What follows belongs to an exercise in optimizing a design on an open flow for small area; a production flow would make more cautious choices.
Only simulation tests tie the RTL to the original design; equivalence was not proved.
No activity file was given, so power comes from the tool's default toggle rates.

== v6 ==
==> flow/design.v (excerpt) <==
module  Greedy_snake(
        input                   clk                     ,
        input                   rst_n                   ,
        input         [ 3: 0]   KEY                     ,
        output  wire            VGA_SYNC_N              ,
        output  wire            VGA_BLANK_N             ,
        output  wire            VGA_HS                  ,
        output  wire            VGA_VS                  ,
        output  wire  [ 7: 0]   VGA_R                   ,
        output  wire  [ 7: 0]   VGA_G                   ,
        output  wire  [ 7: 0]   VGA_B                   ,
        output  wire  [15: 0]   ROM_START_ADDR          ,
        input         [ 7: 0]   ROM_START_Q             ,
        output  wire  [15: 0]   ROM_END_ADDR            ,
        input         [ 7: 0]   ROM_END_Q
);
==> flow/config.mk <==
export PLATFORM = sky130hd
export DESIGN_NAME = Greedy_snake
export DESIGN_NICKNAME = Greedy_snake
export VERILOG_FILES = /design/flow/design.v
export SDC_FILE = /design/flow/constraint.sdc
export NUM_CORES = 4
export LEC_CHECK = 0
export ABC_AREA = 1
export CAP_MARGIN = 20
export CORE_MARGIN = 2
export CORE_UTILIZATION = 60
export CTS_BUF_LIST = sky130_fd_sc_hd__clkbuf_16
export CTS_CLUSTER_DIAMETER = 100
export CTS_CLUSTER_SIZE = 25
export SLEW_MARGIN = 20
==> flow/constraint.sdc <==
create_clock -name core_clock -period 8.0 [get_ports {clk}]
set_input_delay 1.6000 -clock core_clock [delete_from_list [all_inputs] [get_ports {clk}]]
set_output_delay 1.6000 -clock core_clock [all_outputs]
set_load 0.01 [all_outputs]
standard.sh (not shown) runs the stock make flow with config.mk's settings and CLKGATE_MAP_FILE= SYNTH_SCRIPT=/design/flow/synth_recipe.tcl, a recipe that flattens the netlist after the stock synthesis.
==> flow/flow/run.sh <==
#!/bin/bash
# Own layout flow: the standard flow, with two changes.
#  1. After the standard synthesis, the gates between the flip-flops are
#     mapped again by ABC with an area script (flow/resynth.tcl); the
#     flip-flops keep their instances, names and cell types.
#  2. Port buffers use the smallest buffer cell (buf_1).
# Each tool's output goes to a log file of its own in the work folder.
set -euo pipefail
W=$PWD
R=$W/orfs/results/$FLOW_PLATFORM/Greedy_snake/base
LIB=$FLOW_HOME/platforms/$FLOW_PLATFORM/lib/sky130_fd_sc_hd__tt_025C_1v80.lib
YOSYS=$(command -v yosys || echo "$FLOW_HOME/../tools/install/yosys/bin/yosys")

bash standard.sh synth > $W/log_1_standard_synth.log 2>&1
cp $R/1_2_yosys.v $W/standard_1_2_yosys.v

RS_LIB=$LIB RS_IN=$W/standard_1_2_yosys.v RS_OUT=$W/resynth.v \
RS_ABC=$W/flow/area.abc RS_TOP=$FLOW_TOP \
  "$YOSYS" -c $W/flow/resynth.tcl > $W/log_2_resynth.log 2>&1

cp $W/resynth.v $R/1_2_yosys.v
rm -f $R/1_synth.odb $R/1_synth.sdc
bash standard.sh "BUFFER_PORTS_ARGS=-buffer_cell sky130_fd_sc_hd__buf_1" finish \
  > $W/log_3_standard_finish.log 2>&1
==> flow/flow/area.abc <==
strash
&get -n
&fraig -x
&put
scorr
dc2
strash
&get -n
&dch -f
&nf -R 1000
&put
==> flow/flow/resynth.tcl <==
# Re-map the combinational logic of the standard synthesis netlist for area.
# Every flip-flop stays as it is: same instance, name and cell type; only the
# gates between them are mapped again, by ABC with an area-oriented script.
yosys -import
set lib    $::env(RS_LIB)
set in     $::env(RS_IN)
set out    $::env(RS_OUT)
set script $::env(RS_ABC)
read_liberty -ignore_miss_func $lib
# sequential and tie cells stay opaque instances
foreach m [list sky130_fd_sc_hd__df* sky130_fd_sc_hd__edf* sky130_fd_sc_hd__sdf* \
             sky130_fd_sc_hd__sedf* sky130_fd_sc_hd__dl* sky130_fd_sc_hd__sdl* \
             sky130_fd_sc_hd__conb_1] {
  catch { blackbox $m }
}
read_verilog -overwrite $in
hierarchy -top $::env(RS_TOP)
flatten
opt -purge
set dont {}
foreach p {sky130_fd_sc_hd__lpflow_* sky130_fd_sc_hd__probe* sky130_fd_sc_hd__bleeder*} {
  lappend dont -dont_use $p
}
abc -liberty $lib {*}$dont -script $script
opt_clean -purge
hilomap -singleton -hicell sky130_fd_sc_hd__conb_1 HI -locell sky130_fd_sc_hd__conb_1 LO
opt_clean -purge
tee -o $out.stat stat -liberty $lib
write_verilog -noattr -noexpr -nohex -nodec $out
For v7, these inputs were changed with respect to v6:
diff --git a/flow/design.v b/flow/design.v
--- a/flow/design.v
+++ b/flow/design.v
@@ -85,19 +85,19 @@
         else if(direct[1] != status[1])
             status  <=  direct;
     end
 end
 wire                moving  =   status[2];
 wire    [ 1: 0]     sdir    =   status[1:0];
 wire                step    =   play && moving && end_cnt0;
 reg     [ 1: 0]     d   [15: 1];
 reg     [ 3: 0]     n;               
-reg     [ 3: 0]     llit;            
+reg     [ 3: 0]     nlit;            
 integer             k;
 wire    [ 5: 0]     hx_p    =   head_x + 1'b1;
 wire    [ 5: 0]     hx_m    =   head_x - 1'b1;
 wire    [ 4: 0]     hy_p    =   head_y + 1'b1;
 wire    [ 4: 0]     hy_m    =   head_y - 1'b1;
 always  @(posedge clk)begin
     if(!play || !moving)begin
         head_x  <=  6'd10;
         head_y  <=  5'd5;
@@ -128,24 +128,24 @@
 end
 always  @(posedge clk)begin
     if(!play)
         n   <=  4'd2;
     else if(step && n != 4'd15)
         n   <=  n + 1'b1;
 end
 always  @(posedge clk)begin
     if(!play)
-        llit    <=  4'd2;
-    else if(body_add_sig && llit != 4'd15)
-        llit    <=  llit + 1'b1;
+        nlit    <=  4'd0;
+    else if(body_add_sig && nlit != 4'd13)
+        nlit    <=  nlit + 1'b1;
 end
-function automatic lit_k(input [3:0] kk, input [3:0] ll);
-    lit_k   =   (kk <= ll);
+function automatic lit_k(input [3:0] kk, input [3:0] nl);
+    lit_k   =   (kk <= 4'd2) || ((kk - 4'd3) < nl);
 endfunction
 always  @(posedge clk)begin
     hit_wall    <=  play && moving && (
                     (sdir == D_R && head_x == 6'd39) ||
                     (sdir == D_L && head_x == 6'd0 ) ||
                     (sdir == D_D && head_y == 5'd29) ||
                     (sdir == D_U && head_y == 5'd0 ));
 end
 reg     [ 5: 0]     p_x;
@@ -216,37 +216,35 @@
             D_D:    p_y <=  p_y - 1'b1;
             default:p_y <=  p_y + 1'b1;
         endcase
     end
 end
 wire                head_on =   (head_x == bx) && ({1'b0, head_y} == by);
 always  @(posedge clk)begin
     if(head_on)
         object  <=  2'b01;
-    else if(kcur[4] && kcur[3:0] != 4'd0 && lit_k(kcur[3:0], llit))
+    else if(kcur[4] && kcur[3:0] != 4'd0 && lit_k(kcur[3:0], nlit))
         object  <=  2'b10;
     else
         object  <=  2'b00;
 end
 reg     [ 2: 0]     kd  [ 3: 0];
 reg                 hdone;
 reg     [ 2: 0]     kmin_hit;
 wire                hacc    =   !hdone && !wdone && !mvw;
 wire                hv      =   (iota != 5'd0) && (iota <= 5'd13) && ival;
-wire    [ 5: 0]     rdx     =   p_x - head_x;
-wire    [ 4: 0]     rdy     =   p_y - head_y;
-wire                ex0     =   (rdx == 6'd0);
-wire                eyz     =   (rdy == 5'd0);
+wire                ex0     =   (p_x == head_x);
+wire                eyz     =   (p_y == head_y);
 wire    [ 3: 0]     hm;
-assign  hm[D_R]     =   (rdx == 6'd1) && eyz;
-assign  hm[D_L]     =   (rdx == 6'h3f) && eyz;
-assign  hm[D_D]     =   ex0 && (rdy == 5'd1);
-assign  hm[D_U]     =   ex0 && (rdy == 5'h1f);
+assign  hm[D_R]     =   (p_x == hx_p) && eyz;
+assign  hm[D_L]     =   (p_x == hx_m) && eyz;
+assign  hm[D_D]     =   ex0 && (p_y == hy_p);
+assign  hm[D_U]     =   ex0 && (p_y == hy_m);
 wire    [ 2: 0]     kval    =   iota[3:1] + 3'd1;
 integer             j;
 always  @(posedge clk)begin
     if(ph15 && !hdone && (wdone || mvw || step))begin
         for(j = 0; j < 4; j = j + 1)
             kd[j]   <=  3'd0;
     end
     else begin
         for(j = 0; j < 4; j = j + 1)
@@ -264,19 +262,19 @@
     if(!play)
         kmin_hit    <=  3'd0;
     else if(step)begin
         if(n == 4'd2)
             kmin_hit    <=  (sdir == D_L) ? 3'd1 : 3'd0;
         else
             kmin_hit    <=  kd[sdir];
     end
 end
-wire                hit_chain   =   (kmin_hit != 3'd0) && (kmin_hit <= llit[3:1]);
+wire                hit_chain   =   (kmin_hit != 3'd0) && lit_k({kmin_hit, 1'b0}, nlit);
 always  @(posedge clk)begin
     hit_body    <=  hit_chain;
 end
 endmodule
 module  Greedy_snake(
         input                   clk                     ,
         input                   rst_n                   ,
         input         [ 3: 0]   KEY                     ,
         output  wire            VGA_SYNC_N              ,
@@ -384,27 +382,26 @@
     end
     else begin
         if(t_lo[0])
             cx_hi   <=  (cx_hi == 5'd18) ? 5'd0 : cx_hi + 1'b1;
         if(t_lo == 2'd3)
             cy_hi   <=  (cy_hi == 3'd6) ? 3'd0 : cy_hi + 1'b1;
         ca  <=  {ca[10:0], ~(ca[11] ^ ca[10] ^ ca[9] ^ ca[3]) ^ end_ca};
     end
 end
-always  @(posedge clk)begin
-    body_add_sig    <=  eat;
-end
 always  @(posedge clk or negedge rst_n)begin
     if(!rst_n)begin
         apple_x         <=  6'd10;
         apple_y         <=  5'd13;
+        body_add_sig    <=  1'b0;
     end
     else begin
+        body_add_sig    <=  eat;
         if(eat)begin
             apple_x     <=  cx;
             apple_y     <=  cy;
         end
     end
 end
 wire    [ 1: 0]     object;
 snake_core  u_snake(
         .clk            (clk            ),
==> comparison <==
v6 was carried through to the last stage, and its layout satisfied the timing, design-rule and antenna checks.
v7 was carried through to the last stage, and its layout satisfied the timing, design-rule and antenna checks.
Share of total power in the clock network: v7 vs v6 — no meaningful difference
In v7 the worst setup margin turned out 1.05 ns lower than in v6.
Looking at multi-input logic portion of the cell area, v7 sits 0.18 points above v6.
On register-to-register slack: v7 sits below v6.
Combinational-cell power consumption essentially unchanged between v6 and v7.
The global-route wire length before repair reported for v7 is greater than that of v6 by 2.0 mm.
Side by side, worst relative slew slack turned out lower in v7 than in v6.
Final area essentially unchanged between v6 and v7.

port drivers added, routing unchanged:
No port has a modelled driver above. Below, the same layouts with a new extraction and two added sets of constraints. Step 1 (the two cells are an assumption about what drives the block):
set clk [get_ports {clk}]
set_driving_cell -lib_cell sky130_fd_sc_hd__clkbuf_16 $clk
set_driving_cell -lib_cell sky130_fd_sc_hd__buf_2 [delete_from_list [all_inputs] $clk]
Step 2, shift: input delay + t, output delay - t, t = (earliest + latest rising clock arrival at the registers) / 2. This alone moves slack from input paths to output paths. a / b / c = ideal ports / drivers / drivers and shift; a / b = the first two.
| run | t, ns | slack for setup (ns) | worst register clock-pin slew, ns | pins driven straight from the clock port |
|---|---|---|---|---|
| v6 | 0.539 | 3.621 / 3.621 / 3.621 | 0.11 / 0.11 | 1 |
| v7 | 0.535 | 2.569 / 2.569 / 2.569 | 0.10 / 0.10 | 1 |
After both steps every run listed still meets setup and hold.
